This is an optimization exercise on Yosys and OpenROAD, whose aim is small area and a short achievable clock period, not a production implementation.
Only simulation tests tie the RTL to the original design; equivalence was not proved.

<file path="config.mk">
export PLATFORM = sky130hd
export DESIGN_NAME = Butterfly_Unit
export DESIGN_NICKNAME = Butterfly_Unit
export VERILOG_FILES = /design/flow/design.v
export SDC_FILE = /design/flow/constraint.sdc
export NUM_CORES = 4
export LEC_CHECK = 0
export CAP_MARGIN = 20
export CELL_PAD_IN_SITES_DETAIL_PLACEMENT = 0
export CELL_PAD_IN_SITES_GLOBAL_PLACEMENT = 0
export CORE_MARGIN = 2
export CORE_UTILIZATION = 55
export SETUP_SLACK_MARGIN = 2.85
export SLEW_MARGIN = 20
export TNS_END_PERCENT = 0
</file>
<file path="constraint.sdc">
create_clock -name core_clock -period 6.5 [get_ports {clk}]
set_input_delay 1.3000 -clock core_clock [delete_from_list [all_inputs] [get_ports {clk}]]
set_output_delay 1.3000 -clock core_clock [all_outputs]
set_load 0.01 [all_outputs]
</file>
<file path="standard.sh">
#!/bin/bash
# synth_recipe.tcl (not shown) runs the flow's synth.tcl, then flattens the netlist and writes it again
# the make line also repeats each setting of config.mk as NAME=value (left out here)
make -C /OpenROAD-flow-scripts/flow DESIGN_CONFIG=/design/flow/config.mk WORK_HOME=/design/flow/orfs CLKGATE_MAP_FILE= SYNTH_SCRIPT=/design/flow/synth_recipe.tcl "${@:-finish}"
</file>
<file path="flow/run.sh">
#!/bin/bash
# The standard layout (standard.sh), except that the buffers buffer_ports puts on
# every input and output port are sky130_fd_sc_hd__buf_2 cells instead of its default pick,
# and the resizer may swap a cell for any other of the same function (MATCH_CELL_FOOTPRINT=0).
# ORFS writes each step's log under orfs/logs/; standard.sh's own output goes to standard.log.
set -euo pipefail
export BUFFER_PORTS_ARGS="-buffer_cell sky130_fd_sc_hd__buf_2"
bash standard.sh MATCH_CELL_FOOTPRINT=0 finish > standard.log 2>&1
</file>
<file path="design.v">
module Mul12_CS (
    input  [11:0] a,
    input  [11:0] b,
    output [23:0] x,
    output [23:0] y
);
    wire s1, c1, s2, c2, s3, c3, s4, c4, s5, c5, s6, c6, s7, c7, s8, c8;
    wire s9, c9, s10, c10, s11, c11, s12, c12, s13, c13, s14, c14, s15, c15, s16, c16;
    wire s17, c17, s18, c18, s19, c19, s20, c20, s21, c21, s22, c22, s23, c23, s24, c24;
    wire s25, c25, s26, c26, s27, c27, s28, c28, s29, c29, s30, c30, s31, c31, s32, c32;
    wire s33, c33, s34, c34, s35, c35, s36, c36, s37, c37, s38, c38, s39, c39, s40, c40;
    wire s41, c41, s42, c42, s43, c43, s44, c44, s45, c45, s46, c46, s47, c47, s48, c48;
    wire s49, c49, s50, c50, s51, c51, s52, c52, s53, c53, s54, c54, s55, c55, s56, c56;
    wire s57, c57, s58, c58, s59, c59, s60, c60, s61, c61, s62, c62, s63, c63, s64, c64;
    wire s65, c65, s66, c66, s67, c67, s68, c68, s69, c69, s70, c70, s71, c71, s72, c72;
    wire s73, c73, s74, c74, s75, c75, s76, c76, s77, c77, s78, c78, s79, c79, s80, c80;
    wire s81, c81, s82, c82, s83, c83, s84, c84, s85, c85, s86, c86, s87, c87, s88, c88;
    wire s89, c89, s90, c90, s91, c91, s92, c92, s93, c93, s94, c94, s95, c95, s96, c96;
    wire s97, c97, s98, c98, s99, c99, s100, c100, s101, c101, s102, c102, s103, c103, s104, c104;
    wire s105, c105, s106, c106, s107, c107, s108, c108, s109, c109, s110, c110;
    assign s1 = ~((~(a[0] & b[9])) ^ (~(a[1] & b[8])));
    assign c1 = (~(a[0] & b[9])) | (~(a[1] & b[8]));
    assign {c2, s2} = {1'b0, (~(a[0] & b[10]))} + {1'b0, (~(a[1] & b[9]))} + {1'b0, (~(a[2] & b[8]))};
    assign s3 = ~((~(a[3] & b[7])) ^ (~(a[4] & b[6])));
    assign c3 = (~(a[3] & b[7])) | (~(a[4] & b[6]));
    assign {c4, s4} = {1'b0, (~(a[0] & b[11]))} + {1'b0, (~(a[1] & b[10]))} + {1'b0, (~(a[2] & b[9]))};
    assign {c5, s5} = {1'b0, (~(a[3] & b[8]))} + {1'b0, (~(a[4] & b[7]))} + {1'b0, (~(a[5] & b[6]))};
    assign s6 = ~((~(a[6] & b[5])) ^ (~(a[7] & b[4])));
    assign c6 = (~(a[6] & b[5])) | (~(a[7] & b[4]));
    assign {c7, s7} = {1'b0, (~(a[1] & b[11]))} + {1'b0, (~(a[2] & b[10]))} + {1'b0, (~(a[3] & b[9]))};
    assign {c8, s8} = {1'b0, (~(a[4] & b[8]))} + {1'b0, (~(a[5] & b[7]))} + {1'b0, (~(a[6] & b[6]))};
    assign s9 = ~((~(a[7] & b[5])) ^ (~(a[8] & b[4])));
    assign c9 = (~(a[7] & b[5])) | (~(a[8] & b[4]));
    assign {c10, s10} = {1'b0, (~(a[2] & b[11]))} + {1'b0, (~(a[3] & b[10]))} + {1'b0, (~(a[4] & b[9]))};
    assign {c11, s11} = {1'b0, (~(a[5] & b[8]))} + {1'b0, (~(a[6] & b[7]))} + {1'b0, (~(a[7] & b[6]))};
    assign {c12, s12} = {1'b0, (~(a[3] & b[11]))} + {1'b0, (~(a[4] & b[10]))} + {1'b0, (~(a[5] & b[9]))};
    assign s13 = ~((~(a[0] & b[6])) ^ (~(a[1] & b[5])));
    assign c13 = (~(a[0] & b[6])) | (~(a[1] & b[5]));
    assign {c14, s14} = {1'b0, (~(a[0] & b[7]))} + {1'b0, (~(a[1] & b[6]))} + {1'b0, (~(a[2] & b[5]))};
    assign s15 = ~((~(a[3] & b[4])) ^ (~(a[4] & b[3])));
    assign c15 = (~(a[3] & b[4])) | (~(a[4] & b[3]));
    assign {c16, s16} = {1'b0, (~(a[0] & b[8]))} + {1'b0, (~(a[1] & b[7]))} + {1'b0, (~(a[2] & b[6]))};
    assign {c17, s17} = {1'b0, (~(a[3] & b[5]))} + {1'b0, (~(a[4] & b[4]))} + {1'b0, (~(a[5] & b[3]))};
    assign s18 = ~((~(a[6] & b[2])) ^ (~(a[7] & b[1])));
    assign c18 = (~(a[6] & b[2])) | (~(a[7] & b[1]));
    assign {c19, s19} = {1'b0, s1} + {1'b0, (~(a[2] & b[7]))} + {1'b0, (~(a[3] & b[6]))};
    assign {c20, s20} = {1'b0, (~(a[4] & b[5]))} + {1'b0, (~(a[5] & b[4]))} + {1'b0, (~(a[6] & b[3]))};
    assign {c21, s21} = {1'b0, (~(a[7] & b[2]))} + {1'b0, (~(a[8] & b[1]))} + {1'b0, (~(a[9] & b[0]))};
    assign {c22, s22} = {1'b0, s2} + {1'b0, s3} + {1'b0, (~(a[5] & b[5]))};
    assign {c23, s23} = {1'b0, (~(a[6] & b[4]))} + {1'b0, (~(a[7] & b[3]))} + {1'b0, (~(a[8] & b[2]))};
    assign {c24, s24} = {1'b0, (~(a[9] & b[1]))} + {1'b0, (~(a[10] & b[0]))} + {1'b0, c1};
    assign {c25, s25} = {1'b0, s4} + {1'b0, s5} + {1'b0, s6};
    assign {c26, s26} = {1'b0, (~(a[8] & b[3]))} + {1'b0, (~(a[9] & b[2]))} + {1'b0, (~(a[10] & b[1]))};
    assign {c27, s27} = {1'b0, (~(a[11] & b[0]))} + {1'b0, c2} + {1'b0, c3};
    assign {c28, s28} = {1'b0, s7} + {1'b0, s8} + {1'b0, s9};
    assign {c29, s29} = {1'b0, (~(a[9] & b[3]))} + {1'b0, (~(a[10] & b[2]))} + {1'b0, (~(a[11] & b[1]))};
    assign {c30, s30} = {1'b0, c4} + {1'b0, c5} + {1'b0, c6};
    assign {c31, s31} = {1'b0, s10} + {1'b0, s11} + {1'b0, (~(a[8] & b[5]))};
    assign {c32, s32} = {1'b0, (~(a[9] & b[4]))} + {1'b0, (~(a[10] & b[3]))} + {1'b0, (~(a[11] & b[2]))};
    assign {c33, s33} = {1'b0, c7} + {1'b0, c8} + {1'b0, c9};
    assign {c34, s34} = {1'b0, s12} + {1'b0, (~(a[6] & b[8]))} + {1'b0, (~(a[7] & b[7]))};
    assign {c35, s35} = {1'b0, (~(a[8] & b[6]))} + {1'b0, (~(a[9] & b[5]))} + {1'b0, (~(a[10] & b[4]))};
    assign {c36, s36} = {1'b0, (~(a[11] & b[3]))} + {1'b0, c10} + {1'b0, c11};
    assign {c37, s37} = {1'b0, (~(a[4] & b[11]))} + {1'b0, (~(a[5] & b[10]))} + {1'b0, (~(a[6] & b[9]))};
    assign {c38, s38} = {1'b0, (~(a[7] & b[8]))} + {1'b0, (~(a[8] & b[7]))} + {1'b0, (~(a[9] & b[6]))};
    assign {c39, s39} = {1'b0, (~(a[10] & b[5]))} + {1'b0, (~(a[11] & b[4]))} + {1'b0, c12};
    assign {c40, s40} = {1'b0, (~(a[5] & b[11]))} + {1'b0, (~(a[6] & b[10]))} + {1'b0, (~(a[7] & b[9]))};
    assign {c41, s41} = {1'b0, (~(a[8] & b[8]))} + {1'b0, (~(a[9] & b[7]))} + {1'b0, (~(a[10] & b[6]))};
    assign {c42, s42} = {1'b0, (~(a[6] & b[11]))} + {1'b0, (~(a[7] & b[10]))} + {1'b0, (~(a[8] & b[9]))};
    assign s43 = ~((~(a[0] & b[4])) ^ (~(a[1] & b[3])));
    assign c43 = (~(a[0] & b[4])) | (~(a[1] & b[3]));
    assign {c44, s44} = {1'b0, (~(a[0] & b[5]))} + {1'b0, (~(a[1] & b[4]))} + {1'b0, (~(a[2] & b[3]))};
    assign s45 = ~((~(a[3] & b[2])) ^ (~(a[4] & b[1])));
    assign c45 = (~(a[3] & b[2])) | (~(a[4] & b[1]));
    assign {c46, s46} = {1'b0, s13} + {1'b0, (~(a[2] & b[4]))} + {1'b0, (~(a[3] & b[3]))};
    assign {c47, s47} = {1'b0, (~(a[4] & b[2]))} + {1'b0, (~(a[5] & b[1]))} + {1'b0, (~(a[6] & b[0]))};
    assign {c48, s48} = {1'b0, s14} + {1'b0, s15} + {1'b0, (~(a[5] & b[2]))};
    assign {c49, s49} = {1'b0, (~(a[6] & b[1]))} + {1'b0, (~(a[7] & b[0]))} + {1'b0, c13};
    assign {c50, s50} = {1'b0, s16} + {1'b0, s17} + {1'b0, s18};
    assign {c51, s51} = {1'b0, (~(a[8] & b[0]))} + {1'b0, c14} + {1'b0, c15};
    assign {c52, s52} = {1'b0, s19} + {1'b0, s20} + {1'b0, s21};
    assign {c53, s53} = {1'b0, c16} + {1'b0, c17} + {1'b0, c18};
    assign {c54, s54} = {1'b0, s22} + {1'b0, s23} + {1'b0, s24};
    assign {c55, s55} = {1'b0, c19} + {1'b0, c20} + {1'b0, c21};
    assign {c56, s56} = {1'b0, s25} + {1'b0, s26} + {1'b0, s27};
    assign {c57, s57} = {1'b0, c22} + {1'b0, c23} + {1'b0, c24};
    assign {c58, s58} = {1'b0, s28} + {1'b0, s29} + {1'b0, s30};
    assign {c59, s59} = {1'b0, c25} + {1'b0, c26} + {1'b0, c27};
    assign {c60, s60} = {1'b0, s31} + {1'b0, s32} + {1'b0, s33};
    assign {c61, s61} = {1'b0, c28} + {1'b0, c29} + {1'b0, c30};
    assign {c62, s62} = {1'b0, s34} + {1'b0, s35} + {1'b0, s36};
    assign {c63, s63} = {1'b0, c31} + {1'b0, c32} + {1'b0, c33};
    assign {c64, s64} = {1'b0, s37} + {1'b0, s38} + {1'b0, s39};
    assign {c65, s65} = {1'b0, c34} + {1'b0, c35} + {1'b0, c36};
    assign {c66, s66} = {1'b0, s40} + {1'b0, s41} + {1'b0, (~(a[11] & b[5]))};
    assign {c67, s67} = {1'b0, c37} + {1'b0, c38} + {1'b0, c39};
    assign {c68, s68} = {1'b0, s42} + {1'b0, (~(a[9] & b[8]))} + {1'b0, (~(a[10] & b[7]))};
    assign {c69, s69} = {1'b0, (~(a[11] & b[6]))} + {1'b0, c40} + {1'b0, c41};
    assign {c70, s70} = {1'b0, (~(a[7] & b[11]))} + {1'b0, (~(a[8] & b[10]))} + {1'b0, (~(a[9] & b[9]))};
    assign {c71, s71} = {1'b0, (~(a[10] & b[8]))} + {1'b0, (~(a[11] & b[7]))} + {1'b0, c42};
    assign {c72, s72} = {1'b0, (~(a[8] & b[11]))} + {1'b0, (~(a[9] & b[10]))} + {1'b0, (~(a[10] & b[9]))};
    assign s73 = ~((~(a[0] & b[3])) ^ (~(a[1] & b[2])));
    assign c73 = (~(a[0] & b[3])) | (~(a[1] & b[2]));
    assign {c74, s74} = {1'b0, s43} + {1'b0, (~(a[2] & b[2]))} + {1'b0, (~(a[3] & b[1]))};
    assign {c75, s75} = {1'b0, s44} + {1'b0, s45} + {1'b0, (~(a[5] & b[0]))};
    assign {c76, s76} = {1'b0, s46} + {1'b0, s47} + {1'b0, c44};
    assign {c77, s77} = {1'b0, s48} + {1'b0, s49} + {1'b0, c46};
    assign {c78, s78} = {1'b0, s50} + {1'b0, s51} + {1'b0, c48};
    assign {c79, s79} = {1'b0, s52} + {1'b0, s53} + {1'b0, c50};
    assign {c80, s80} = {1'b0, s54} + {1'b0, s55} + {1'b0, c52};
    assign {c81, s81} = {1'b0, s56} + {1'b0, s57} + {1'b0, c54};
    assign {c82, s82} = {1'b0, s58} + {1'b0, s59} + {1'b0, c56};
    assign {c83, s83} = {1'b0, s60} + {1'b0, s61} + {1'b0, c58};
    assign {c84, s84} = {1'b0, s62} + {1'b0, s63} + {1'b0, c60};
    assign {c85, s85} = {1'b0, s64} + {1'b0, s65} + {1'b0, c62};
    assign {c86, s86} = {1'b0, s66} + {1'b0, s67} + {1'b0, c64};
    assign {c87, s87} = {1'b0, s68} + {1'b0, s69} + {1'b0, c66};
    assign {c88, s88} = {1'b0, s70} + {1'b0, s71} + {1'b0, c68};
    assign {c89, s89} = {1'b0, s72} + {1'b0, (~(a[11] & b[8]))} + {1'b0, c70};
    assign {c90, s90} = {1'b0, (~(a[9] & b[11]))} + {1'b0, (~(a[10] & b[10]))} + {1'b0, (~(a[11] & b[9]))};
    assign s91 = ~((~(a[0] & b[2])) ^ (~(a[1] & b[1])));
    assign c91 = (~(a[0] & b[2])) | (~(a[1] & b[1]));
    assign {c92, s92} = {1'b0, s73} + {1'b0, (~(a[2] & b[1]))} + {1'b0, (~(a[3] & b[0]))};
    assign {c93, s93} = {1'b0, s74} + {1'b0, (~(a[4] & b[0]))} + {1'b0, c73};
    assign {c94, s94} = {1'b0, s75} + {1'b0, c43} + {1'b0, c74};
    assign {c95, s95} = {1'b0, s76} + {1'b0, c45} + {1'b0, c75};
    assign {c96, s96} = {1'b0, s77} + {1'b0, c47} + {1'b0, c76};
    assign {c97, s97} = {1'b0, s78} + {1'b0, c49} + {1'b0, c77};
    assign {c98, s98} = {1'b0, s79} + {1'b0, c51} + {1'b0, c78};
    assign {c99, s99} = {1'b0, s80} + {1'b0, c53} + {1'b0, c79};
    assign {c100, s100} = {1'b0, s81} + {1'b0, c55} + {1'b0, c80};
    assign {c101, s101} = {1'b0, s82} + {1'b0, c57} + {1'b0, c81};
    assign {c102, s102} = {1'b0, s83} + {1'b0, c59} + {1'b0, c82};
    assign {c103, s103} = {1'b0, s84} + {1'b0, c61} + {1'b0, c83};
    assign {c104, s104} = {1'b0, s85} + {1'b0, c63} + {1'b0, c84};
    assign {c105, s105} = {1'b0, s86} + {1'b0, c65} + {1'b0, c85};
    assign {c106, s106} = {1'b0, s87} + {1'b0, c67} + {1'b0, c86};
    assign {c107, s107} = {1'b0, s88} + {1'b0, c69} + {1'b0, c87};
    assign {c108, s108} = {1'b0, s89} + {1'b0, c71} + {1'b0, c88};
    assign {c109, s109} = {1'b0, s90} + {1'b0, c72} + {1'b0, c89};
    assign {c110, s110} = {1'b0, (~(a[10] & b[11]))} + {1'b0, (~(a[11] & b[10]))} + {1'b0, c90};
    assign x = ~{1'b1, (~(a[11] & b[11])), s110, s109, s108, s107, s106, s105, s104, s103, s102, s101, s100, s99, s98, s97, s96, s95, s94, s93, s92, s91, (~(a[0] & b[1])), (~(a[0] & b[0]))};
    assign y = ~{1'b1, c110, c109, c108, c107, c106, c105, c104, c103, c102, c101, c100, c99, c98, c97, c96, c95, c94, c93, c92, c91, (~(a[2] & b[0])), (~(a[1] & b[0])), 1'b1};
endmodule
module Tab_P11 (input [3:0] h, output [12:0] t);
    assign t[0] = (~h[3] & ~h[2] & ~h[1] & ~h[0]) | (~h[3] & ~h[2] & ~h[1] & h[0]) | (~h[3] & ~h[2] & h[1] & h[0]) | (~h[3] & h[2] & ~h[1] & ~h[0]) | (~h[3] & h[2] & h[1] & h[0]) | (h[3] & ~h[2] & h[1] & ~h[0]) | (h[3] & ~h[2] & h[1] & h[0]) | (h[3] & h[2] & ~h[1] & h[0]) | (h[3] & h[2] & h[1] & ~h[0]);
    assign t[1] = (~h[3] & ~h[2] & h[1] & h[0]) | (~h[3] & h[2] & ~h[1] & ~h[0]) | (~h[3] & h[2] & ~h[1] & h[0]) | (~h[3] & h[2] & h[1] & ~h[0]) | (h[3] & ~h[2] & h[1] & ~h[0]) | (h[3] & ~h[2] & h[1] & h[0]) | (h[3] & h[2] & ~h[1] & ~h[0]);
    assign t[2] = (~h[3] & ~h[2] & h[1] & h[0]) | (~h[3] & h[2] & ~h[1] & ~h[0]) | (~h[3] & h[2] & ~h[1] & h[0]) | (~h[3] & h[2] & h[1] & ~h[0]) | (~h[3] & h[2] & h[1] & h[0]) | (h[3] & ~h[2] & ~h[1] & ~h[0]) | (h[3] & ~h[2] & ~h[1] & h[0]);
    assign t[3] = (~h[3] & ~h[2] & h[1] & h[0]) | (~h[3] & h[2] & ~h[1] & ~h[0]) | (~h[3] & h[2] & ~h[1] & h[0]) | (~h[3] & h[2] & h[1] & ~h[0]) | (~h[3] & h[2] & h[1] & h[0]) | (h[3] & ~h[2] & ~h[1] & ~h[0]) | (h[3] & ~h[2] & ~h[1] & h[0]) | (h[3] & ~h[2] & h[1] & ~h[0]) | (h[3] & ~h[2] & h[1] & h[0]) | (h[3] & h[2] & ~h[1] & ~h[0]) | (h[3] & h[2] & ~h[1] & h[0]) | (h[3] & h[2] & h[1] & ~h[0]) | (h[3] & h[2] & h[1] & h[0]);
    assign t[4] = (~h[3] & ~h[2] & h[1] & h[0]) | (~h[3] & h[2] & ~h[1] & ~h[0]) | (~h[3] & h[2] & ~h[1] & h[0]) | (~h[3] & h[2] & h[1] & ~h[0]) | (~h[3] & h[2] & h[1] & h[0]) | (h[3] & ~h[2] & ~h[1] & ~h[0]) | (h[3] & ~h[2] & ~h[1] & h[0]) | (h[3] & ~h[2] & h[1] & ~h[0]) | (h[3] & ~h[2] & h[1] & h[0]) | (h[3] & h[2] & ~h[1] & ~h[0]) | (h[3] & h[2] & ~h[1] & h[0]) | (h[3] & h[2] & h[1] & ~h[0]) | (h[3] & h[2] & h[1] & h[0]);
    assign t[5] = (~h[3] & ~h[2] & h[1] & h[0]) | (~h[3] & h[2] & ~h[1] & ~h[0]) | (~h[3] & h[2] & ~h[1] & h[0]) | (~h[3] & h[2] & h[1] & ~h[0]) | (~h[3] & h[2] & h[1] & h[0]) | (h[3] & ~h[2] & ~h[1] & ~h[0]) | (h[3] & ~h[2] & ~h[1] & h[0]) | (h[3] & ~h[2] & h[1] & ~h[0]) | (h[3] & ~h[2] & h[1] & h[0]) | (h[3] & h[2] & ~h[1] & ~h[0]) | (h[3] & h[2] & ~h[1] & h[0]) | (h[3] & h[2] & h[1] & ~h[0]) | (h[3] & h[2] & h[1] & h[0]);
    assign t[6] = (~h[3] & ~h[2] & h[1] & h[0]) | (~h[3] & h[2] & ~h[1] & ~h[0]) | (~h[3] & h[2] & ~h[1] & h[0]) | (~h[3] & h[2] & h[1] & ~h[0]) | (~h[3] & h[2] & h[1] & h[0]) | (h[3] & ~h[2] & ~h[1] & ~h[0]) | (h[3] & ~h[2] & ~h[1] & h[0]) | (h[3] & ~h[2] & h[1] & ~h[0]) | (h[3] & ~h[2] & h[1] & h[0]) | (h[3] & h[2] & ~h[1] & ~h[0]) | (h[3] & h[2] & ~h[1] & h[0]) | (h[3] & h[2] & h[1] & ~h[0]) | (h[3] & h[2] & h[1] & h[0]);
    assign t[7] = (~h[3] & ~h[2] & h[1] & h[0]) | (~h[3] & h[2] & ~h[1] & ~h[0]) | (~h[3] & h[2] & ~h[1] & h[0]) | (~h[3] & h[2] & h[1] & ~h[0]) | (~h[3] & h[2] & h[1] & h[0]) | (h[3] & ~h[2] & ~h[1] & ~h[0]) | (h[3] & ~h[2] & ~h[1] & h[0]) | (h[3] & ~h[2] & h[1] & ~h[0]) | (h[3] & ~h[2] & h[1] & h[0]) | (h[3] & h[2] & ~h[1] & ~h[0]) | (h[3] & h[2] & ~h[1] & h[0]) | (h[3] & h[2] & h[1] & ~h[0]) | (h[3] & h[2] & h[1] & h[0]);
    assign t[8] = (~h[3] & ~h[2] & ~h[1] & ~h[0]) | (~h[3] & ~h[2] & ~h[1] & h[0]) | (~h[3] & h[2] & ~h[1] & h[0]) | (~h[3] & h[2] & h[1] & ~h[0]) | (h[3] & ~h[2] & ~h[1] & ~h[0]) | (h[3] & ~h[2] & ~h[1] & h[0]) | (h[3] & h[2] & ~h[1] & ~h[0]) | (h[3] & h[2] & h[1] & h[0]);
    assign t[9] = (~h[3] & ~h[2] & h[1] & h[0]) | (~h[3] & h[2] & ~h[1] & ~h[0]) | (h[3] & ~h[2] & ~h[1] & ~h[0]) | (h[3] & ~h[2] & ~h[1] & h[0]) | (h[3] & ~h[2] & h[1] & ~h[0]) | (h[3] & ~h[2] & h[1] & h[0]) | (h[3] & h[2] & h[1] & h[0]);
    assign t[10] = (~h[3] & ~h[2] & ~h[1] & ~h[0]) | (~h[3] & ~h[2] & ~h[1] & h[0]) | (~h[3] & h[2] & ~h[1] & h[0]) | (~h[3] & h[2] & h[1] & ~h[0]) | (h[3] & ~h[2] & h[1] & ~h[0]) | (h[3] & ~h[2] & h[1] & h[0]) | (h[3] & h[2] & ~h[1] & h[0]) | (h[3] & h[2] & h[1] & ~h[0]) | (h[3] & h[2] & h[1] & h[0]);
    assign t[11] = (~h[3] & ~h[2] & ~h[1] & ~h[0]) | (~h[3] & ~h[2] & h[1] & h[0]) | (~h[3] & h[2] & ~h[1] & h[0]) | (h[3] & ~h[2] & ~h[1] & ~h[0]) | (h[3] & ~h[2] & h[1] & ~h[0]) | (h[3] & h[2] & ~h[1] & h[0]) | (h[3] & h[2] & h[1] & h[0]);
    assign t[12] = (~h[3] & ~h[2] & ~h[1] & h[0]) | (~h[3] & ~h[2] & h[1] & ~h[0]) | (~h[3] & h[2] & ~h[1] & ~h[0]) | (~h[3] & h[2] & h[1] & ~h[0]) | (~h[3] & h[2] & h[1] & h[0]) | (h[3] & ~h[2] & ~h[1] & h[0]) | (h[3] & ~h[2] & h[1] & h[0]) | (h[3] & h[2] & ~h[1] & ~h[0]) | (h[3] & h[2] & h[1] & ~h[0]);
endmodule
module Tab_P15 (input [3:0] h, output [12:0] t);
    assign t[0] = (~h[3] & ~h[2] & ~h[1] & ~h[0]) | (~h[3] & ~h[2] & ~h[1] & h[0]) | (~h[3] & ~h[2] & h[1] & ~h[0]) | (~h[3] & ~h[2] & h[1] & h[0]) | (~h[3] & h[2] & ~h[1] & ~h[0]) | (h[3] & ~h[2] & h[1] & h[0]) | (h[3] & h[2] & ~h[1] & ~h[0]) | (h[3] & h[2] & ~h[1] & h[0]) | (h[3] & h[2] & h[1] & ~h[0]) | (h[3] & h[2] & h[1] & h[0]);
    assign t[1] = (~h[3] & ~h[2] & ~h[1] & h[0]) | (~h[3] & ~h[2] & h[1] & h[0]) | (~h[3] & h[2] & h[1] & ~h[0]) | (h[3] & ~h[2] & ~h[1] & ~h[0]) | (h[3] & ~h[2] & h[1] & ~h[0]) | (h[3] & h[2] & ~h[1] & ~h[0]) | (h[3] & h[2] & h[1] & ~h[0]);
    assign t[2] = (~h[3] & ~h[2] & ~h[1] & h[0]) | (~h[3] & ~h[2] & h[1] & ~h[0]) | (~h[3] & h[2] & h[1] & ~h[0]) | (~h[3] & h[2] & h[1] & h[0]) | (h[3] & ~h[2] & h[1] & ~h[0]) | (h[3] & ~h[2] & h[1] & h[0]) | (h[3] & h[2] & h[1] & ~h[0]) | (h[3] & h[2] & h[1] & h[0]);
    assign t[3] = (~h[3] & ~h[2] & h[1] & ~h[0]) | (~h[3] & h[2] & ~h[1] & ~h[0]) | (~h[3] & h[2] & h[1] & h[0]) | (h[3] & ~h[2] & ~h[1] & h[0]) | (h[3] & ~h[2] & h[1] & ~h[0]) | (h[3] & h[2] & ~h[1] & ~h[0]) | (h[3] & h[2] & h[1] & h[0]);
    assign t[4] = (~h[3] & ~h[2] & ~h[1] & h[0]) | (~h[3] & h[2] & ~h[1] & ~h[0]) | (~h[3] & h[2] & ~h[1] & h[0]) | (~h[3] & h[2] & h[1] & h[0]) | (h[3] & ~h[2] & ~h[1] & ~h[0]) | (h[3] & ~h[2] & h[1] & ~h[0]) | (h[3] & ~h[2] & h[1] & h[0]) | (h[3] & h[2] & h[1] & ~h[0]);
    assign t[5] = (~h[3] & ~h[2] & ~h[1] & h[0]) | (~h[3] & ~h[2] & h[1] & ~h[0]) | (~h[3] & ~h[2] & h[1] & h[0]) | (~h[3] & h[2] & h[1] & h[0]) | (h[3] & ~h[2] & ~h[1] & ~h[0]) | (h[3] & ~h[2] & ~h[1] & h[0]) | (h[3] & h[2] & h[1] & ~h[0]) | (h[3] & h[2] & h[1] & h[0]);
    assign t[6] = (~h[3] & ~h[2] & ~h[1] & h[0]) | (~h[3] & ~h[2] & h[1] & ~h[0]) | (~h[3] & ~h[2] & h[1] & h[0]) | (~h[3] & h[2] & ~h[1] & ~h[0]) | (~h[3] & h[2] & ~h[1] & h[0]) | (~h[3] & h[2] & h[1] & ~h[0]) | (h[3] & h[2] & h[1] & ~h[0]) | (h[3] & h[2] & h[1] & h[0]);
    assign t[7] = (~h[3] & ~h[2] & ~h[1] & h[0]) | (~h[3] & ~h[2] & h[1] & ~h[0]) | (~h[3] & ~h[2] & h[1] & h[0]) | (~h[3] & h[2] & ~h[1] & ~h[0]) | (~h[3] & h[2] & ~h[1] & h[0]) | (~h[3] & h[2] & h[1] & ~h[0]) | (~h[3] & h[2] & h[1] & h[0]) | (h[3] & ~h[2] & ~h[1] & ~h[0]) | (h[3] & ~h[2] & ~h[1] & h[0]) | (h[3] & ~h[2] & h[1] & ~h[0]) | (h[3] & ~h[2] & h[1] & h[0]) | (h[3] & h[2] & ~h[1] & ~h[0]) | (h[3] & h[2] & ~h[1] & h[0]);
    assign t[8] = (~h[3] & ~h[2] & ~h[1] & ~h[0]) | (~h[3] & h[2] & ~h[1] & h[0]) | (~h[3] & h[2] & h[1] & ~h[0]) | (~h[3] & h[2] & h[1] & h[0]) | (h[3] & ~h[2] & ~h[1] & ~h[0]) | (h[3] & ~h[2] & ~h[1] & h[0]) | (h[3] & ~h[2] & h[1] & ~h[0]);
    assign t[9] = (~h[3] & ~h[2] & ~h[1] & h[0]) | (~h[3] & ~h[2] & h[1] & h[0]) | (~h[3] & h[2] & ~h[1] & h[0]) | (~h[3] & h[2] & h[1] & h[0]) | (h[3] & ~h[2] & ~h[1] & h[0]) | (h[3] & h[2] & ~h[1] & ~h[0]) | (h[3] & h[2] & h[1] & ~h[0]);
    assign t[10] = (~h[3] & ~h[2] & ~h[1] & ~h[0]) | (~h[3] & ~h[2] & h[1] & h[0]) | (~h[3] & h[2] & ~h[1] & ~h[0]) | (~h[3] & h[2] & ~h[1] & h[0]) | (~h[3] & h[2] & h[1] & ~h[0]) | (h[3] & ~h[2] & ~h[1] & h[0]) | (h[3] & ~h[2] & h[1] & ~h[0]) | (h[3] & h[2] & ~h[1] & ~h[0]) | (h[3] & h[2] & ~h[1] & h[0]);
    assign t[11] = (~h[3] & ~h[2] & ~h[1] & ~h[0]) | (~h[3] & ~h[2] & ~h[1] & h[0]) | (~h[3] & ~h[2] & h[1] & ~h[0]) | (~h[3] & h[2] & ~h[1] & h[0]) | (~h[3] & h[2] & h[1] & ~h[0]) | (~h[3] & h[2] & h[1] & h[0]) | (h[3] & ~h[2] & ~h[1] & ~h[0]) | (h[3] & h[2] & ~h[1] & ~h[0]) | (h[3] & h[2] & ~h[1] & h[0]) | (h[3] & h[2] & h[1] & ~h[0]) | (h[3] & h[2] & h[1] & h[0]);
    assign t[12] = (h[3] & ~h[2] & h[1] & h[0]);
endmodule
module Tab_P19 (input [4:0] h, output [13:0] t);
    assign t[0] = (~h[4] & ~h[3] & ~h[2] & ~h[1] & ~h[0]) | (~h[4] & ~h[3] & ~h[2] & h[1] & h[0]) | (~h[4] & ~h[3] & h[2] & ~h[1] & ~h[0]) | (~h[4] & ~h[3] & h[2] & h[1] & h[0]) | (~h[4] & h[3] & ~h[2] & ~h[1] & ~h[0]) | (~h[4] & h[3] & ~h[2] & h[1] & h[0]) | (~h[4] & h[3] & h[2] & ~h[1] & ~h[0]) | (~h[4] & h[3] & h[2] & h[1] & h[0]) | (h[4] & ~h[3] & ~h[2] & ~h[1] & ~h[0]) | (h[4] & ~h[3] & ~h[2] & h[1] & h[0]) | (h[4] & ~h[3] & h[2] & ~h[1] & ~h[0]) | (h[4] & ~h[3] & h[2] & h[1] & ~h[0]) | (h[4] & ~h[3] & h[2] & h[1] & h[0]) | (h[4] & h[3] & ~h[2] & h[1] & ~h[0]) | (h[4] & h[3] & ~h[2] & h[1] & h[0]) | (h[4] & h[3] & h[2] & h[1] & ~h[0]) | (h[4] & h[3] & h[2] & h[1] & h[0]);
    assign t[1] = (~h[4] & ~h[3] & ~h[2] & ~h[1] & ~h[0]) | (~h[4] & ~h[3] & ~h[2] & ~h[1] & h[0]) | (~h[4] & ~h[3] & ~h[2] & h[1] & h[0]) | (~h[4] & ~h[3] & h[2] & h[1] & ~h[0]) | (~h[4] & h[3] & ~h[2] & ~h[1] & ~h[0]) | (~h[4] & h[3] & ~h[2] & ~h[1] & h[0]) | (~h[4] & h[3] & ~h[2] & h[1] & h[0]) | (~h[4] & h[3] & h[2] & h[1] & ~h[0]) | (h[4] & ~h[3] & ~h[2] & ~h[1] & ~h[0]) | (h[4] & ~h[3] & ~h[2] & ~h[1] & h[0]) | (h[4] & ~h[3] & ~h[2] & h[1] & h[0]) | (h[4] & ~h[3] & h[2] & h[1] & ~h[0]) | (h[4] & h[3] & ~h[2] & ~h[1] & h[0]) | (h[4] & h[3] & ~h[2] & h[1] & h[0]) | (h[4] & h[3] & h[2] & ~h[1] & ~h[0]) | (h[4] & h[3] & h[2] & h[1] & ~h[0]);
    assign t[2] = (~h[4] & ~h[3] & ~h[2] & ~h[1] & ~h[0]) | (~h[4] & ~h[3] & ~h[2] & h[1] & ~h[0]) | (~h[4] & ~h[3] & ~h[2] & h[1] & h[0]) | (~h[4] & ~h[3] & h[2] & ~h[1] & h[0]) | (~h[4] & ~h[3] & h[2] & h[1] & ~h[0]) | (~h[4] & h[3] & ~h[2] & ~h[1] & h[0]) | (~h[4] & h[3] & h[2] & ~h[1] & ~h[0]) | (~h[4] & h[3] & h[2] & h[1] & h[0]) | (h[4] & ~h[3] & ~h[2] & ~h[1] & ~h[0]) | (h[4] & ~h[3] & ~h[2] & h[1] & ~h[0]) | (h[4] & ~h[3] & ~h[2] & h[1] & h[0]) | (h[4] & ~h[3] & h[2] & ~h[1] & h[0]) | (h[4] & ~h[3] & h[2] & h[1] & ~h[0]) | (h[4] & h[3] & ~h[2] & ~h[1] & ~h[0]) | (h[4] & h[3] & ~h[2] & ~h[1] & h[0]) | (h[4] & h[3] & h[2] & ~h[1] & ~h[0]) | (h[4] & h[3] & h[2] & h[1] & h[0]);
    assign t[3] = (~h[4] & ~h[3] & ~h[2] & ~h[1] & ~h[0]) | (~h[4] & ~h[3] & h[2] & ~h[1] & ~h[0]) | (~h[4] & ~h[3] & h[2] & ~h[1] & h[0]) | (~h[4] & ~h[3] & h[2] & h[1] & ~h[0]) | (~h[4] & h[3] & ~h[2] & h[1] & ~h[0]) | (~h[4] & h[3] & ~h[2] & h[1] & h[0]) | (~h[4] & h[3] & h[2] & ~h[1] & ~h[0]) | (h[4] & ~h[3] & ~h[2] & ~h[1] & h[0]) | (h[4] & ~h[3] & ~h[2] & h[1] & ~h[0]) | (h[4] & ~h[3] & ~h[2] & h[1] & h[0]) | (h[4] & ~h[3] & h[2] & h[1] & h[0]) | (h[4] & h[3] & ~h[2] & ~h[1] & ~h[0]) | (h[4] & h[3] & ~h[2] & ~h[1] & h[0]) | (h[4] & h[3] & h[2] & ~h[1] & h[0]) | (h[4] & h[3] & h[2] & h[1] & ~h[0]) | (h[4] & h[3] & h[2] & h[1] & h[0]);
    assign t[4] = (~h[4] & ~h[3] & ~h[2] & ~h[1] & ~h[0]) | (~h[4] & ~h[3] & h[2] & h[1] & h[0]) | (~h[4] & h[3] & ~h[2] & ~h[1] & ~h[0]) | (~h[4] & h[3] & ~h[2] & ~h[1] & h[0]) | (~h[4] & h[3] & ~h[2] & h[1] & ~h[0]) | (~h[4] & h[3] & ~h[2] & h[1] & h[0]) | (~h[4] & h[3] & h[2] & ~h[1] & ~h[0]) | (h[4] & ~h[3] & h[2] & ~h[1] & ~h[0]) | (h[4] & ~h[3] & h[2] & ~h[1] & h[0]) | (h[4] & ~h[3] & h[2] & h[1] & ~h[0]) | (h[4] & ~h[3] & h[2] & h[1] & h[0]) | (h[4] & h[3] & ~h[2] & ~h[1] & ~h[0]) | (h[4] & h[3] & ~h[2] & ~h[1] & h[0]);
    assign t[5] = (~h[4] & ~h[3] & ~h[2] & ~h[1] & ~h[0]) | (~h[4] & ~h[3] & ~h[2] & ~h[1] & h[0]) | (~h[4] & ~h[3] & ~h[2] & h[1] & h[0]) | (~h[4] & ~h[3] & h[2] & ~h[1] & h[0]) | (~h[4] & ~h[3] & h[2] & h[1] & h[0]) | (~h[4] & h[3] & ~h[2] & ~h[1] & h[0]) | (~h[4] & h[3] & ~h[2] & h[1] & h[0]) | (~h[4] & h[3] & h[2] & h[1] & ~h[0]) | (h[4] & ~h[3] & ~h[2] & ~h[1] & ~h[0]) | (h[4] & ~h[3] & ~h[2] & h[1] & ~h[0]) | (h[4] & ~h[3] & h[2] & ~h[1] & ~h[0]) | (h[4] & ~h[3] & h[2] & h[1] & ~h[0]) | (h[4] & h[3] & ~h[2] & ~h[1] & ~h[0]) | (h[4] & h[3] & ~h[2] & h[1] & h[0]) | (h[4] & h[3] & h[2] & ~h[1] & h[0]) | (h[4] & h[3] & h[2] & h[1] & h[0]);
    assign t[6] = (~h[4] & ~h[3] & ~h[2] & ~h[1] & ~h[0]) | (~h[4] & ~h[3] & ~h[2] & ~h[1] & h[0]) | (~h[4] & ~h[3] & ~h[2] & h[1] & ~h[0]) | (~h[4] & ~h[3] & h[2] & ~h[1] & h[0]) | (~h[4] & ~h[3] & h[2] & h[1] & ~h[0]) | (~h[4] & h[3] & ~h[2] & ~h[1] & h[0]) | (~h[4] & h[3] & ~h[2] & h[1] & ~h[0]) | (~h[4] & h[3] & h[2] & h[1] & ~h[0]) | (~h[4] & h[3] & h[2] & h[1] & h[0]) | (h[4] & ~h[3] & ~h[2] & h[1] & ~h[0]) | (h[4] & ~h[3] & ~h[2] & h[1] & h[0]) | (h[4] & ~h[3] & h[2] & h[1] & ~h[0]) | (h[4] & ~h[3] & h[2] & h[1] & h[0]) | (h[4] & h[3] & ~h[2] & h[1] & h[0]) | (h[4] & h[3] & h[2] & ~h[1] & ~h[0]) | (h[4] & h[3] & h[2] & h[1] & h[0]);
    assign t[7] = (~h[4] & ~h[3] & ~h[2] & ~h[1] & ~h[0]) | (~h[4] & ~h[3] & ~h[2] & h[1] & ~h[0]) | (~h[4] & ~h[3] & h[2] & ~h[1] & ~h[0]) | (~h[4] & ~h[3] & h[2] & ~h[1] & h[0]) | (~h[4] & ~h[3] & h[2] & h[1] & h[0]) | (~h[4] & h[3] & ~h[2] & h[1] & ~h[0]) | (~h[4] & h[3] & h[2] & ~h[1] & ~h[0]) | (~h[4] & h[3] & h[2] & h[1] & h[0]) | (h[4] & ~h[3] & ~h[2] & ~h[1] & h[0]) | (h[4] & ~h[3] & ~h[2] & h[1] & ~h[0]) | (h[4] & ~h[3] & h[2] & ~h[1] & ~h[0]) | (h[4] & ~h[3] & h[2] & h[1] & h[0]) | (h[4] & h[3] & ~h[2] & ~h[1] & h[0]) | (h[4] & h[3] & h[2] & ~h[1] & ~h[0]) | (h[4] & h[3] & h[2] & h[1] & ~h[0]) | (h[4] & h[3] & h[2] & h[1] & h[0]);
    assign t[8] = (~h[4] & ~h[3] & ~h[2] & ~h[1] & h[0]) | (~h[4] & ~h[3] & ~h[2] & h[1] & h[0]) | (~h[4] & h[3] & ~h[2] & h[1] & ~h[0]) | (~h[4] & h[3] & h[2] & ~h[1] & ~h[0]) | (~h[4] & h[3] & h[2] & h[1] & ~h[0]) | (~h[4] & h[3] & h[2] & h[1] & h[0]) | (h[4] & ~h[3] & ~h[2] & ~h[1] & ~h[0]) | (h[4] & ~h[3] & ~h[2] & ~h[1] & h[0]) | (h[4] & ~h[3] & ~h[2] & h[1] & h[0]) | (h[4] & ~h[3] & h[2] & ~h[1] & h[0]) | (h[4] & ~h[3] & h[2] & h[1] & ~h[0]) | (h[4] & h[3] & ~h[2] & ~h[1] & ~h[0]) | (h[4] & h[3] & ~h[2] & h[1] & ~h[0]) | (h[4] & h[3] & h[2] & h[1] & h[0]);
    assign t[9] = (~h[4] & ~h[3] & ~h[2] & ~h[1] & ~h[0]) | (~h[4] & ~h[3] & ~h[2] & h[1] & ~h[0]) | (~h[4] & ~h[3] & h[2] & ~h[1] & ~h[0]) | (~h[4] & ~h[3] & h[2] & h[1] & ~h[0]) | (~h[4] & h[3] & ~h[2] & ~h[1] & ~h[0]) | (~h[4] & h[3] & h[2] & h[1] & h[0]) | (h[4] & ~h[3] & ~h[2] & ~h[1] & h[0]) | (h[4] & ~h[3] & ~h[2] & h[1] & h[0]) | (h[4] & ~h[3] & h[2] & ~h[1] & h[0]) | (h[4] & ~h[3] & h[2] & h[1] & h[0]) | (h[4] & h[3] & ~h[2] & ~h[1] & h[0]) | (h[4] & h[3] & ~h[2] & h[1] & h[0]) | (h[4] & h[3] & h[2] & ~h[1] & h[0]);
    assign t[10] = (~h[4] & h[3] & h[2] & h[1] & h[0]) | (h[4] & ~h[3] & ~h[2] & ~h[1] & h[0]) | (h[4] & ~h[3] & ~h[2] & h[1] & h[0]) | (h[4] & ~h[3] & h[2] & ~h[1] & h[0]) | (h[4] & ~h[3] & h[2] & h[1] & ~h[0]) | (h[4] & ~h[3] & h[2] & h[1] & h[0]) | (h[4] & h[3] & ~h[2] & ~h[1] & ~h[0]) | (h[4] & h[3] & ~h[2] & ~h[1] & h[0]) | (h[4] & h[3] & ~h[2] & h[1] & ~h[0]) | (h[4] & h[3] & ~h[2] & h[1] & h[0]) | (h[4] & h[3] & h[2] & ~h[1] & ~h[0]) | (h[4] & h[3] & h[2] & ~h[1] & h[0]) | (h[4] & h[3] & h[2] & h[1] & ~h[0]) | (h[4] & h[3] & h[2] & h[1] & h[0]);
    assign t[11] = (~h[4] & ~h[3] & ~h[2] & ~h[1] & h[0]) | (~h[4] & ~h[3] & ~h[2] & h[1] & h[0]) | (~h[4] & ~h[3] & h[2] & ~h[1] & h[0]) | (~h[4] & ~h[3] & h[2] & h[1] & h[0]) | (~h[4] & h[3] & ~h[2] & ~h[1] & h[0]) | (~h[4] & h[3] & ~h[2] & h[1] & h[0]) | (~h[4] & h[3] & h[2] & ~h[1] & h[0]) | (h[4] & ~h[3] & h[2] & h[1] & ~h[0]) | (h[4] & h[3] & ~h[2] & ~h[1] & ~h[0]) | (h[4] & h[3] & ~h[2] & h[1] & ~h[0]) | (h[4] & h[3] & h[2] & ~h[1] & ~h[0]) | (h[4] & h[3] & h[2] & h[1] & ~h[0]);
    assign t[12] = (~h[4] & ~h[3] & ~h[2] & ~h[1] & ~h[0]) | (~h[4] & ~h[3] & ~h[2] & ~h[1] & h[0]) | (~h[4] & ~h[3] & ~h[2] & h[1] & ~h[0]) | (~h[4] & ~h[3] & ~h[2] & h[1] & h[0]) | (~h[4] & ~h[3] & h[2] & ~h[1] & ~h[0]) | (~h[4] & ~h[3] & h[2] & ~h[1] & h[0]) | (~h[4] & ~h[3] & h[2] & h[1] & ~h[0]) | (~h[4] & ~h[3] & h[2] & h[1] & h[0]) | (~h[4] & h[3] & ~h[2] & ~h[1] & ~h[0]) | (~h[4] & h[3] & ~h[2] & ~h[1] & h[0]) | (~h[4] & h[3] & ~h[2] & h[1] & ~h[0]) | (~h[4] & h[3] & ~h[2] & h[1] & h[0]) | (~h[4] & h[3] & h[2] & ~h[1] & ~h[0]) | (~h[4] & h[3] & h[2] & ~h[1] & h[0]) | (~h[4] & h[3] & h[2] & h[1] & ~h[0]) | (~h[4] & h[3] & h[2] & h[1] & h[0]) | (h[4] & ~h[3] & ~h[2] & ~h[1] & ~h[0]) | (h[4] & ~h[3] & ~h[2] & ~h[1] & h[0]) | (h[4] & ~h[3] & ~h[2] & h[1] & ~h[0]) | (h[4] & ~h[3] & ~h[2] & h[1] & h[0]) | (h[4] & ~h[3] & h[2] & ~h[1] & ~h[0]) | (h[4] & ~h[3] & h[2] & ~h[1] & h[0]) | (h[4] & ~h[3] & h[2] & h[1] & ~h[0]) | (h[4] & ~h[3] & h[2] & h[1] & h[0]) | (h[4] & h[3] & ~h[2] & ~h[1] & ~h[0]) | (h[4] & h[3] & ~h[2] & ~h[1] & h[0]) | (h[4] & h[3] & ~h[2] & h[1] & ~h[0]) | (h[4] & h[3] & ~h[2] & h[1] & h[0]) | (h[4] & h[3] & h[2] & ~h[1] & ~h[0]) | (h[4] & h[3] & h[2] & ~h[1] & h[0]) | (h[4] & h[3] & h[2] & h[1] & ~h[0]) | (h[4] & h[3] & h[2] & h[1] & h[0]);
    assign t[13] = (~h[4] & ~h[3] & ~h[2] & ~h[1] & ~h[0]) | (~h[4] & ~h[3] & ~h[2] & ~h[1] & h[0]) | (~h[4] & ~h[3] & ~h[2] & h[1] & ~h[0]) | (~h[4] & ~h[3] & ~h[2] & h[1] & h[0]) | (~h[4] & ~h[3] & h[2] & ~h[1] & ~h[0]) | (~h[4] & ~h[3] & h[2] & ~h[1] & h[0]) | (~h[4] & ~h[3] & h[2] & h[1] & ~h[0]) | (~h[4] & ~h[3] & h[2] & h[1] & h[0]) | (~h[4] & h[3] & ~h[2] & ~h[1] & ~h[0]) | (~h[4] & h[3] & ~h[2] & ~h[1] & h[0]) | (~h[4] & h[3] & ~h[2] & h[1] & ~h[0]) | (~h[4] & h[3] & ~h[2] & h[1] & h[0]) | (~h[4] & h[3] & h[2] & ~h[1] & ~h[0]) | (~h[4] & h[3] & h[2] & ~h[1] & h[0]) | (~h[4] & h[3] & h[2] & h[1] & ~h[0]) | (~h[4] & h[3] & h[2] & h[1] & h[0]) | (h[4] & ~h[3] & ~h[2] & ~h[1] & ~h[0]) | (h[4] & ~h[3] & ~h[2] & ~h[1] & h[0]) | (h[4] & ~h[3] & ~h[2] & h[1] & ~h[0]) | (h[4] & ~h[3] & ~h[2] & h[1] & h[0]) | (h[4] & ~h[3] & h[2] & ~h[1] & ~h[0]) | (h[4] & ~h[3] & h[2] & ~h[1] & h[0]) | (h[4] & ~h[3] & h[2] & h[1] & ~h[0]) | (h[4] & ~h[3] & h[2] & h[1] & h[0]) | (h[4] & h[3] & ~h[2] & ~h[1] & ~h[0]) | (h[4] & h[3] & ~h[2] & ~h[1] & h[0]) | (h[4] & h[3] & ~h[2] & h[1] & ~h[0]) | (h[4] & h[3] & ~h[2] & h[1] & h[0]) | (h[4] & h[3] & h[2] & ~h[1] & ~h[0]) | (h[4] & h[3] & h[2] & ~h[1] & h[0]) | (h[4] & h[3] & h[2] & h[1] & ~h[0]) | (h[4] & h[3] & h[2] & h[1] & h[0]);
endmodule
module CSA #(parameter W = 8) (
    input  [W-1:0] a,
    input  [W-1:0] b,
    input  [W-1:0] c,
    output [W-1:0] s,
    output [W-1:0] y       
);
    wire [W-1:0] maj;
    genvar i;
    generate
        for (i = 0; i < W; i = i + 1) begin : bit_
            assign {maj[i], s[i]} = {1'b0, a[i]} + {1'b0, b[i]} + {1'b0, c[i]};
        end
    endgenerate
    assign y = {maj[W-2:0], 1'b0};
endmodule
module Butterfly_Unit (
    input clk,
    input reset,
    input [1:0] operation,   
    input valid_in,
    input [11:0] a_in,
    input [11:0] b_in,
    input [11:0] zeta,
    output reg [11:0] a_out,
    output reg [11:0] b_out,
    output reg valid_out
);
    localparam [12:0] Q = 13'd3329;
    wire        intt0 = operation[0];
    wire        zero0 = operation[1];
    wire [12:0] d0    = {1'b0, a_in} - {1'b0, b_in};
    wire [12:0] ds0, dc0;
    CSA #(13) csa_d (.a({1'b0, a_in}), .b({1'b1, ~b_in}), .c(13'd3330), .s(ds0), .y(dc0));
    wire [12:0] dq0   = ds0 + dc0;                                   
    wire [11:0] m0    = !intt0 ? b_in : (d0[12] ? dq0[11:0] : d0[11:0]);
    wire [12:0] s0    = {1'b0, a_in & {12{~zero0}}} + {1'b0, b_in & {12{intt0 & ~zero0}}};
    reg [11:0] m1, z1;
    reg [12:0] s1;
    reg        op1;
    reg        v1;
    always @(posedge clk) begin
        m1  <= m0;
        s1  <= s0;
        z1  <= zeta & {12{~zero0}};
        op1 <= intt0;
    end
    wire [23:0] px1, py1;
    Mul12_CS mul (.a(z1), .b(m1), .x(px1), .y(py1));
    reg [23:0] px2, py2;
    reg [12:0] s2;
    reg        op2;
    reg        v2;
    always @(posedge clk) begin
        px2 <= px1;
        py2 <= py1;
        s2  <= s1;
        op2 <= op1;
    end
    wire [12:0] h2 = px2[23:11] + py2[23:11];
    wire [12:0] t0, t1;
    wire [13:0] t2;
    Tab_P11 tab0 (.h(h2[3:0]),  .t(t0));
    Tab_P15 tab1 (.h(h2[7:4]),  .t(t1));
    Tab_P19 tab2 (.h(h2[12:8]), .t(t2));
    wire [13:0] sa, ca, sb, cb, sc, cc;
    CSA #(14) csa_a (.a({3'b000, px2[10:0]}), .b({3'b000, py2[10:0]}), .c({1'b0, t0}), .s(sa), .y(ca));
    CSA #(14) csa_b (.a(sa), .b(ca), .c({1'b0, t1}), .s(sb), .y(cb));
    CSA #(14) csa_c (.a(sb), .b(cb), .c(t2), .s(sc), .y(cc));
    reg [13:0] xs3, xc3;
    reg [12:0] s3;
    reg        op3;
    reg        v3;
    always @(posedge clk) begin
        xs3 <= sc;
        xc3 <= cc;
        s3  <= s2;
        op3 <= op2;
    end
    wire [13:0] x3  = xs3 + xc3;
    wire        ge1 = x3 >= 14'd3329;
    wire        ge2 = x3 >= 14'd6658;
    wire        ge3 = x3 >= 14'd9987;
    wire [11:0] x31 = x3[11:0] + 12'd767;
    wire [11:0] x32 = x3[11:0] + 12'd1534;
    wire [11:0] x33 = x3[11:0] + 12'd2301;
    wire [11:0] r3  = ge3 ? x33 : ge2 ? x32 : ge1 ? x31 : x3[11:0];
    reg [11:0] r4;
    reg [12:0] s4;
    reg        op4;
    reg        v4;
    always @(posedge clk) begin
        r4  <= r3;
        s4  <= s3;
        op4 <= op3;
    end
    wire [11:0] rn4 = r4 & {12{~op4}};
    wire [12:0] t4  = s4 + {1'b0, rn4};                            
    wire        tg4 = t4 >= 13'd3329;
    wire [11:0] tm4 = t4[11:0] + 12'd767;
    wire [11:0] ao4 = tg4 ? tm4 : t4[11:0];
    wire [12:0] u4  = {1'b0, s4[11:0]} - {1'b0, r4};
    wire [11:0] uq4 = u4[11:0] + 12'd3329;
    wire [11:0] bo4 = op4 ? r4 : (u4[12] ? uq4 : u4[11:0]);
    always @(posedge clk) begin
        a_out <= ao4;
        b_out <= bo4;
    end
    always @(posedge clk) begin
        if (reset) begin
            v1 <= 1'b0; v2 <= 1'b0; v3 <= 1'b0; v4 <= 1'b0; valid_out <= 1'b0;
        end else begin
            v1 <= valid_in; v2 <= v1; v3 <= v2; v4 <= v3; valid_out <= v4;
        end
    end
endmodule
</file>
==> results.ini <==
[floorplan]
die_h_um = 166.2
die_x_um = 166.2
die_area_sq_mm = 0.02764
core_area_sq_mm = 0.02598
start_util_pct = 55.72
pin_count = 66
rows = 59

[route]
drc = 0
wirelength_um = 32200
routedWlPerCell_um = 16.29
dr.pass1.iters = 5
drt-initial-drc-count = 612
num_vias = 10760
ant_nets = 0
routed_via_density = 5.443

[grt]
grt_pass1_vias = 10460
grt_max_degree = 37
grt_first_pass_wirelength_um = 52120
grt_use_total_pct = 23.15
antenna_found_initial = 0
overflow = 0

[setup_path]
r2r_end = xs3[5]$_DFF_P_
cp.required_ns = 6.85
r2r-start = px2[11]$_DFF_P_
cp-end-kind = register
worstSetupPathType = register to register
ff2ff_path_depth = 15
crit_end = xs3[5]$_DFF_P_
ff2ff_setup_slack_ns = 2.89
crit_start = px2[11]$_DFF_P_
critPathArrivalTime_ns = 3.96
path_max_fanout = 8
worstSetupStartpointType = register

[placed_design]
dp_hpwl_um = 24730
place_congestion = 0.8955
port_buffers = 65
dp_cells = 1907

[worst_hold_path]
min_delay_path_depth = 0
hold_path_class = register to register

[yosys]
yosysSeqAreaShare_pct = 26.69
syn-num-nets = 1854
ys_seq_elements = 193
synth_edf_count = 0
synthArstFlopShare_pct = 0
ys_types = 70
synthFlopType = dfxtp_1
yosys_warnings = 1
avgSynthCellArea_sq_um = 9.310
synthCells = 1555
syn_area_sq_mm = 0.01448

[sta]
slew_violations = 0
setup_tns_ns = 0
timing.final.crit_share_pct = 55.60
setup_viol = 0
relSlewSlack_pct = 48.49
finClkSkew_ns = 0.01779
fin_crit_ns = 3.614
fmax_mhz = 276.7
worst-slew-pin-transition_ns = 0.7672
rsz0062_at_grt = yes
timing.final.hold_violations = 0

[clocking]
htreeDepth = 4
clk_latency_ns = 0.45
holdBufCountCts = 0
numClockSinks = 193
cts_buffers = 17
cts_root_buf = clkbuf_16
path_clk_slew_ns = 0.08
cts_buffer_depth = 2
cts_tree = yes

[finish]
num-nets-final = 1927
final_util_pct = 62.92
stdcell_count = 1976
drive_gt1_share_pct = 13.47
diodes = 0
areaGrowthSynthToFinish_pct = 12.94

[run_status]
outcome = timing/DRC/antenna clean

[job]
cap_violations = 0

==> Yosys cell counts (13+ instances only) <==
master	count	area, sq um
dfxtp_1	193	3864
inv_1	157	589.3
fa_1	146	2923
and2_1	139	869.6
ha_1	112	1401
nor2_1	104	390.4
nand2_1	92	345.3
a21oi_1	91	455.4
xnor2_1	63	551.8
o21ai_0	62	310.3
clkbuf_1	47	176.4
xor2_1	36	315.3
nor2b_1	28	175.2
nor3_1	27	135.1
a211oi_1	18	135.1
o21a_1	17	127.6
a31oi_1	15	93.84
o211ai_1	15	112.6
a21o_1	14	105.1
o21bai_1	13	97.59
==> final cells by class <==
cell class / instances / area, sq um
Clock inverter: 15 / 226.5
Sequential cell: 193 / 3864
Clock buffer: 17 / 425.4
Timing Repair Buffer: 105 / 645.6
Multi-Input combinational cell: 1154 / 10180
Tap cell: 335 / 419.2
Inverter: 157 / 593.1
Fill cell: 2246 / 9634
==> registers in the layout, summed over array words and instances, names as in the netlist, 13 cells and up <==
register	flops
xc3	13
s2	13
s3	13
s1	13
xs3	14
px2	23
s4	13
py2	22
==> critical path, cell delays in order, from the launching register on <==
cell	delay [ns]
dfxtp_1	0.31
ha_1	0.22
fa_2	0.39
a21o_1	0.21
a21oi_4	0.14
nor2_1	0.06
o21a_1	0.21
nor2_4	0.18
xor2_2	0.08
buf_4	0.17
nand2_1	0.10
o22ai_1	0.09
or2_2	0.33
fa_1	0.47
fa_1	0.54
inv_1	0.04
==> routing by layer <==
metal	global-route usage [%]	vias up	wire length, um
met5	0	-	0
met4	4.985	0	327
met3	3.384	27	1104
met2	39.26	204	15520
met1	31.70	5201	15250
li1	-	5323	-
==> how the worst min path moves through the flow <==
stage | endpoint | slack [ns] | startpoint
after CTS | s4[0]$_DFF_P_ | 0.33 | s3[0]$_DFF_P_
after detailed placement | s3[3]$_DFF_P_ | 0.31 | s2[3]$_DFF_P_
final | s3[4]$_DFF_P_ | 0.33 | s2[4]$_DFF_P_
after global placement | s3[8]$_DFF_P_ | 0.31 | s2[8]$_DFF_P_
after global routing | s2[12]$_DFF_P_ | 0.33 | s1[12]$_DFF_P_
after floorplan | op2$_DFF_P_ | 0.31 | op1$_DFF_P_
==> layout by cell type, fill, tap and decap left out, types with 8 or more instances in the layout <==
cell,netlist,layout
nand3_1,10,10
nor2b_1,28,28
xnor2_1,63,56
and3_1,10,10
dfxtp_1,193,193
nor3_1,27,26
buf_4,1,38
a21o_1,14,14
inv_1,157,155
buf_2,2,62
o21bai_1,13,12
a211oi_1,18,13
o211ai_1,15,15
fa_1,146,142
nor2_1,104,101
mux2i_1,10,9
o21a_1,17,17
a211o_1,8,8
o21ai_1,4,10
nand2b_1,12,12
o22ai_1,11,10
ha_1,112,110
a31oi_1,15,14
a21oi_2,0,12
xor2_1,36,31
clkbuf_16,0,17
and2_1,139,137
a21oi_1,91,77
nand2_1,92,90
o21ai_0,62,55
==> metrics by stage <==
stage,hold WS [ns],cell area (sq um),setup slack (ns)
6_report,0.3273,16350,2.886
2_1_floorplan,0.3096,14500,2.776
3_5_place_dp,0.3121,15060,1.981
4_1_cts,0.3279,15970,2.797
5_1_grt,0.3310,16350,2.729
3_3_place_gp,0.3113,15050,2.086
==> kinds of logic after synthesis <==
group | Yosys count | share of synthesized area, %
compound gates | 323 | 14.45
xor+xnor | 100 | 6.101
fa+ha+maj | 258 | 29.87
buf+inv | 208 | 5.436
flops | 193 | 26.69
mux | 12 | 0.8470
other cells | 1 | 0.02590
simple gates | 460 | 16.58
==> repair_timing <==
item	CTS	global route
setup buffers	11	25
pin swaps	8	34
cloned	1	0
setup endpoints to repair	58	67
gates resized for setup	33	53

## re-timing with driven ports
Ports are ideal in the flow. The routed layout listed here was re-timed in OpenROAD. Step 1 assumes that a clkbuf_16 drives the clock port and a buf_2 every other input. Step 2 times the ports against the registers' clock, not the clock port: input delays grow and output delays shrink by t, the midpoint of the rising clock arrivals with the driver on. Three values: ideal, step 1, step 2; two values: the first two.
t, ns: 0.486
slack for setup (ns): 2.886 / 2.886 / 2.458
hold slack, ns: 0.327 / 0.327 / 0.327
latest minus earliest clock arrival (ns): 0.020 / 0.021
After both steps setup and hold are still met in this run. For this run, drivers alone change the setup slack by 0.000 ns; drivers and shift together by -0.428 ns.
